Background: an optimization exercise with open tools, aiming at small area. Do not read the settings as production practice.
Where RTL was checked, it was by simulation tests only, not by an equivalence proof against the original.
The clock input has no modelled driver; a real chip could not lean on it and would need a root buffer or a full tree.
Power figures rest on the tool's default switching activity, not on a simulated workload.

// RS_232_top
module RS_232_top(
    input clk_i, 
    input rst_i, 
    input RXD_i, 
    output TXD_o
    );
    wire state;
    wire [7:0] data;
    Receiver odbiornik(.clk_i(clk_i), .rst_i(rst_i), .RXD_i(RXD_i), .data(data), .state(state));
    Transceiver nadajnik(.clk_i(clk_i), .rst_i(rst_i), .TXD_o(TXD_o), .data(data), .state(state));
endmodule
clock: 10.0 ns
lec_check: 0
abc_area: 1
cap_margin: 20
core_margin: 2
core_utilization: 40
place_density: 0.6
slew_margin: 20
run.sh (not shown) runs the stock make flow with config.mk's settings and CLKGATE_MAP_FILE= SYNTH_SCRIPT=/design/flow/synth_recipe.tcl, a recipe that flattens the netlist after the stock synthesis.
Edit:
Settings changed: ABC_AREA 1 to unset.
What happened:
- wire length fell by 8.7%
- core utilization rose by 0.15 points
- power rose by 2.4%
- first-iteration DRC count fell by 62%
- register-to-register slack improves by 0.18 ns
- synthesized area fell by 1.5%

========
Another version of the RTL of RS_232_top (not shown whole).
Size in the first run: ~160 cells after synthesis, ~4 I/O pins.
## RS_232_top
module RS_232_top(
    input clk_i, 
    input rst_i, 
    input RXD_i, 
    output TXD_o
    );
export LEC_CHECK = 0
export CAP_MARGIN = 20
export CORE_MARGIN = 2
export CORE_UTILIZATION = 65
export PLACE_DENSITY = 0.8
export SLEW_MARGIN = 20
create_clock -name core_clock -period 10.0 [get_ports {clk_i}]
standard.sh (not shown) runs the stock make flow with config.mk's settings and CLKGATE_MAP_FILE= SYNTH_SCRIPT=/design/flow/synth_recipe.tcl, a recipe that flattens the netlist after the stock synthesis.
==> flow/flow/run.sh <==
#!/bin/bash
# Own layout flow: the standard flow (standard.sh, all ORFS steps) with
#  - an area-oriented ABC script for the combinational logic (the registers
#    come out of synthesis exactly as in the standard synthesis),
#  - buf_1 cells as the port buffers,
#  - a clock tree of clkbuf_4 without dummy loads, where cts_fix.tcl sizes up
#    the buffers whose clock pins would see too high a slew.
# make's output goes to flow.log; each ORFS step keeps its own log under
# orfs/logs/.
set -euo pipefail
here=$(pwd)
rm -rf "$here/scripts"
cp -r "$FLOW_HOME/scripts" "$here/scripts"
cp "$here/flow/abc_area.script" "$here/scripts/abc_area.script"
bash "$here/standard.sh" SCRIPTS_DIR="$here/scripts" ABC_AREA=1 \
  BUFFER_PORTS_ARGS="-buffer_cell sky130_fd_sc_hd__buf_1" \
  CTS_ARGS="-sink_clustering_enable -repair_clock_nets -dont_use_dummy_load -buf_list sky130_fd_sc_hd__clkbuf_4" \
  POST_CTS_TCL="$here/flow/cts_fix.tcl" \
  finish > "$here/flow.log" 2>&1
==> flow/flow/abc_area.script <==
&get -n
&st
&dch -f
&nf -R 1000
&put
topo
==> flow/flow/cts_fix.tcl <==
estimate_parasitics -placement
foreach inst [get_cells clkbuf_*] {
  set out [get_pins -of_objects $inst -filter "direction==output"]
  set worst 0
  foreach p [get_pins -of_objects [get_nets -of_objects $out] -filter "direction==input"] {
    set s [get_property $p slew_max]
    if { $s > $worst } { set worst $s }
  }
  set ref [get_property $inst ref_name]
  if { $worst > 0.110 } {
    if { $ref == "sky130_fd_sc_hd__clkbuf_4" } {
      puts "cts_fix: [get_full_name $inst] $ref -> clkbuf_8 (slew $worst)"
      replace_cell $inst sky130_fd_sc_hd__clkbuf_8
    } elseif { $ref == "sky130_fd_sc_hd__clkbuf_8" } {
      puts "cts_fix: [get_full_name $inst] $ref -> clkbuf_16 (slew $worst)"
      replace_cell $inst sky130_fd_sc_hd__clkbuf_16
    }
  }
}
detailed_placement
estimate_parasitics -placement
repair_timing -hold -hold_margin 0
detailed_placement
check_placement -verbose
==> next run, changes <==
Settings changed: CORE_UTILIZATION 65 to 40, PLACE_DENSITY 0.8 to 0.6.
Result: The new run passed the timing, DRC and antenna checks; sequential cell count does not change; total power went down by 1.3%; via count goes down by 2.1%; die area grows by 58%; count of clock-buffer cells in the layout stays the same.
Function was not checked in any run of this note: the RTL went through the layout flow alone.

========
RS_232_top, a different RTL version from the one above (not shown whole).
Size: roughly 160 cells after synthesis, about 1700 um^2 of cells after synthesis.
Settings: LEC_CHECK=0, CAP_MARGIN=20, CORE_MARGIN=2, CORE_UTILIZATION=40, PLACE_DENSITY=0.6, SLEW_MARGIN=20; clock period 10.0 ns.
==> flow/flow/run.sh <==
#!/bin/bash
# Own layout flow: the standard flow (standard.sh, all ORFS steps) with
#  - an area-oriented ABC script for the combinational logic (the registers
#    come out of synthesis exactly as in the standard synthesis),
#  - buf_1 cells as the port buffers,
set -euo pipefail
here=$(pwd)
rm -rf "$here/scripts"
cp -r "$FLOW_HOME/scripts" "$here/scripts"
cp "$here/flow/abc_area.script" "$here/scripts/abc_area.script"
bash "$here/standard.sh" SCRIPTS_DIR="$here/scripts" ABC_AREA=1 \
  BUFFER_PORTS_ARGS="-buffer_cell sky130_fd_sc_hd__buf_1" \
  CTS_ARGS="-sink_clustering_enable -repair_clock_nets -dont_use_dummy_load -buf_list sky130_fd_sc_hd__clkbuf_4" \
  POST_CTS_TCL="$here/flow/cts_fix.tcl" \
  finish > "$here/flow.log" 2>&1
==> flow/flow/abc_area.script <==
&get -n
&st
&dch -x
&nf -R 1000
&put
mfs3 -a
&get -n
&st
&dch -x
&nf -R 1000
&put
mfs3 -a
topo
==> flow/flow/cts_fix.tcl <==
set slew_limit 0.115
set clk_net [get_nets [[[[ord::get_db_block] findBTerm clk_i] getNet] getName]]
set root_loads [get_pins -of_objects $clk_net -filter "direction==input"]
if { [llength $root_loads] == 1 } {
  set root [get_cells -of_objects [lindex $root_loads 0]]
  set root_out [get_pins -of_objects $root -filter "direction==output"]
  set leaf_loads [get_pins -of_objects [get_nets -of_objects $root_out] -filter "direction==input"]
  if { [llength $leaf_loads] <= 4 && [string match "*clkbuf*" [get_property $root ref_name]] } {
    puts "cts_fix: removing root clock buffer [get_full_name $root]"
    remove_buffers [list $root]
  }
}
proc worst_sink_slew { inst } {
  set out [get_pins -of_objects $inst -filter "direction==output"]
  set worst 0
  foreach p [get_pins -of_objects [get_nets -of_objects $out] -filter "direction==input"] {
    set s [get_property $p slew_max]
    if { $s > $worst } { set worst $s }
  }
  return $worst
}
foreach inst [get_cells clkbuf_*] {
  foreach size {4 8 16} {
    replace_cell $inst sky130_fd_sc_hd__clkbuf_$size
    estimate_parasitics -placement
    set s [worst_sink_slew $inst]
    puts "cts_fix: [get_full_name $inst] clkbuf_$size worst sink slew $s"
    if { $s <= $slew_limit } { break }
  }
}
detailed_placement
estimate_parasitics -placement
repair_timing -hold -hold_margin 0
detailed_placement
check_placement -verbose
Next try:
--- a/flow/flow/cts_fix.tcl
+++ b/flow/flow/cts_fix.tcl
@@ -1,3 +1,4 @@
-set slew_limit 0.115
+set slew_limit 0.122
+set sizes {sky130_fd_sc_hd__clkbuf_4 sky130_fd_sc_hd__buf_6 sky130_fd_sc_hd__clkbuf_8 sky130_fd_sc_hd__clkbuf_16}
 set clk_net [get_nets [[[[ord::get_db_block] findBTerm clk_i] getNet] getName]]
 set root_loads [get_pins -of_objects $clk_net -filter "direction==input"]
@@ -20,12 +21,27 @@
   return $worst
 }
-foreach inst [get_cells clkbuf_*] {
-  foreach size {4 8 16} {
-    replace_cell $inst sky130_fd_sc_hd__clkbuf_$size
-    estimate_parasitics -placement
+set leaves [get_cells clkbuf_*]
+foreach inst $leaves {
+  replace_cell $inst [lindex $sizes 0]
+}
+estimate_parasitics -placement
+# size up, one step at a time, the leaf with the worst slew over the limit
+for { set pass 0 } { $pass < 16 } { incr pass } {
+  set worst_inst ""
+  set worst 0
+  foreach inst $leaves {
     set s [worst_sink_slew $inst]
-    puts "cts_fix: [get_full_name $inst] clkbuf_$size worst sink slew $s"
-    if { $s <= $slew_limit } { break }
+    if { $s > $slew_limit && $s > $worst } { set worst $s; set worst_inst $inst }
   }
+  if { $worst_inst == "" } { break }
+  set i [lsearch $sizes [get_property $worst_inst ref_name]]
+  if { $i < 0 || $i + 1 >= [llength $sizes] } { break }
+  set next [lindex $sizes [expr { $i + 1 }]]
+  puts "cts_fix: [get_full_name $worst_inst] slew $worst -> $next"
+  replace_cell $worst_inst $next
+  estimate_parasitics -placement
+}
+foreach inst $leaves {
+  puts "cts_fix: [get_full_name $inst] [get_property $inst ref_name] worst sink slew [worst_sink_slew $inst]"
 }
 detailed_placement
--- a/flow/config.mk
+++ b/flow/config.mk
@@ -9,4 +9,4 @@
 export CORE_MARGIN = 2
 export CORE_UTILIZATION = 40
-export PLACE_DENSITY = 0.6
+export PLACE_DENSITY = 0.85
 export SLEW_MARGIN = 20
Outcome: The changed run finished with timing, DRC and antenna clean. Worst setup slack hardly moves. Clock-buffer cell count is unchanged. Final cell count does not change. Routed wire length came out lower by 5.2%. Register-to-register slack gains 50 ps. Via count came out lower by 1.1%. First-iteration DRC count came out higher by 68%. Worst hold slack loses 19 ps. Synthesized area is unchanged. Synthesized cell count stays the same.

[separate check: timing with driven ports]
How much do the figures lean on ideal ports? The routed layouts below were timed once more, with nothing changed but the port constraints. Step 1 (the two cells are an assumption about what drives the block):
set clk [get_ports {clk_i}]
set_driving_cell -lib_cell sky130_fd_sc_hd__clkbuf_16 $clk
set_driving_cell -lib_cell sky130_fd_sc_hd__buf_2 [delete_from_list [all_inputs] $clk]
Step 2 also shifts input and output timing later by t, the mid clock arrival at the registers, as if the neighbouring blocks saw the same clock. Slacks: ideal ports / drivers / drivers and shift; pairs: ideal ports / drivers.
| run | t (ns) | setup WS [ns] | worst hold slack (ns) | worst data-port slew with drivers (ns) | cell pins on the clock port's net |
|---|---|---|---|---|---|
| the first run of note 1 | 0.321 | 6.647 / 6.621 / 6.695 | 0.393 / 0.393 / 0.393 | 0.03 | 1 |
| the second run of note 1 | 0.325 | 6.643 / 6.617 / 6.923 | 0.369 / 0.369 / 0.369 | 0.03 | 1 |
| the first run of note 2 | 0.353 | 6.970 / 6.951 / 7.305 | 0.365 / 0.365 / 0.365 | 0.03 | 1 |
| the second run of note 2 | 0.352 | 6.981 / 6.957 / 7.309 | 0.368 / 0.368 / 0.368 | 0.03 | 1 |
| the first run of note 3 | 0.183 | 7.189 / 7.141 / 7.062 | 0.367 / 0.367 / 0.367 | 0.04 | 4 |
| the second run of note 3 | 0.191 | 7.192 / 7.149 / 7.061 | 0.348 / 0.348 / 0.348 | 0.03 | 4 |
After both steps every run listed still meets setup and hold. The setup slack of the second run of note 3, which loses most, moves by -0.043 ns with the drivers and by -0.131 ns with both steps.
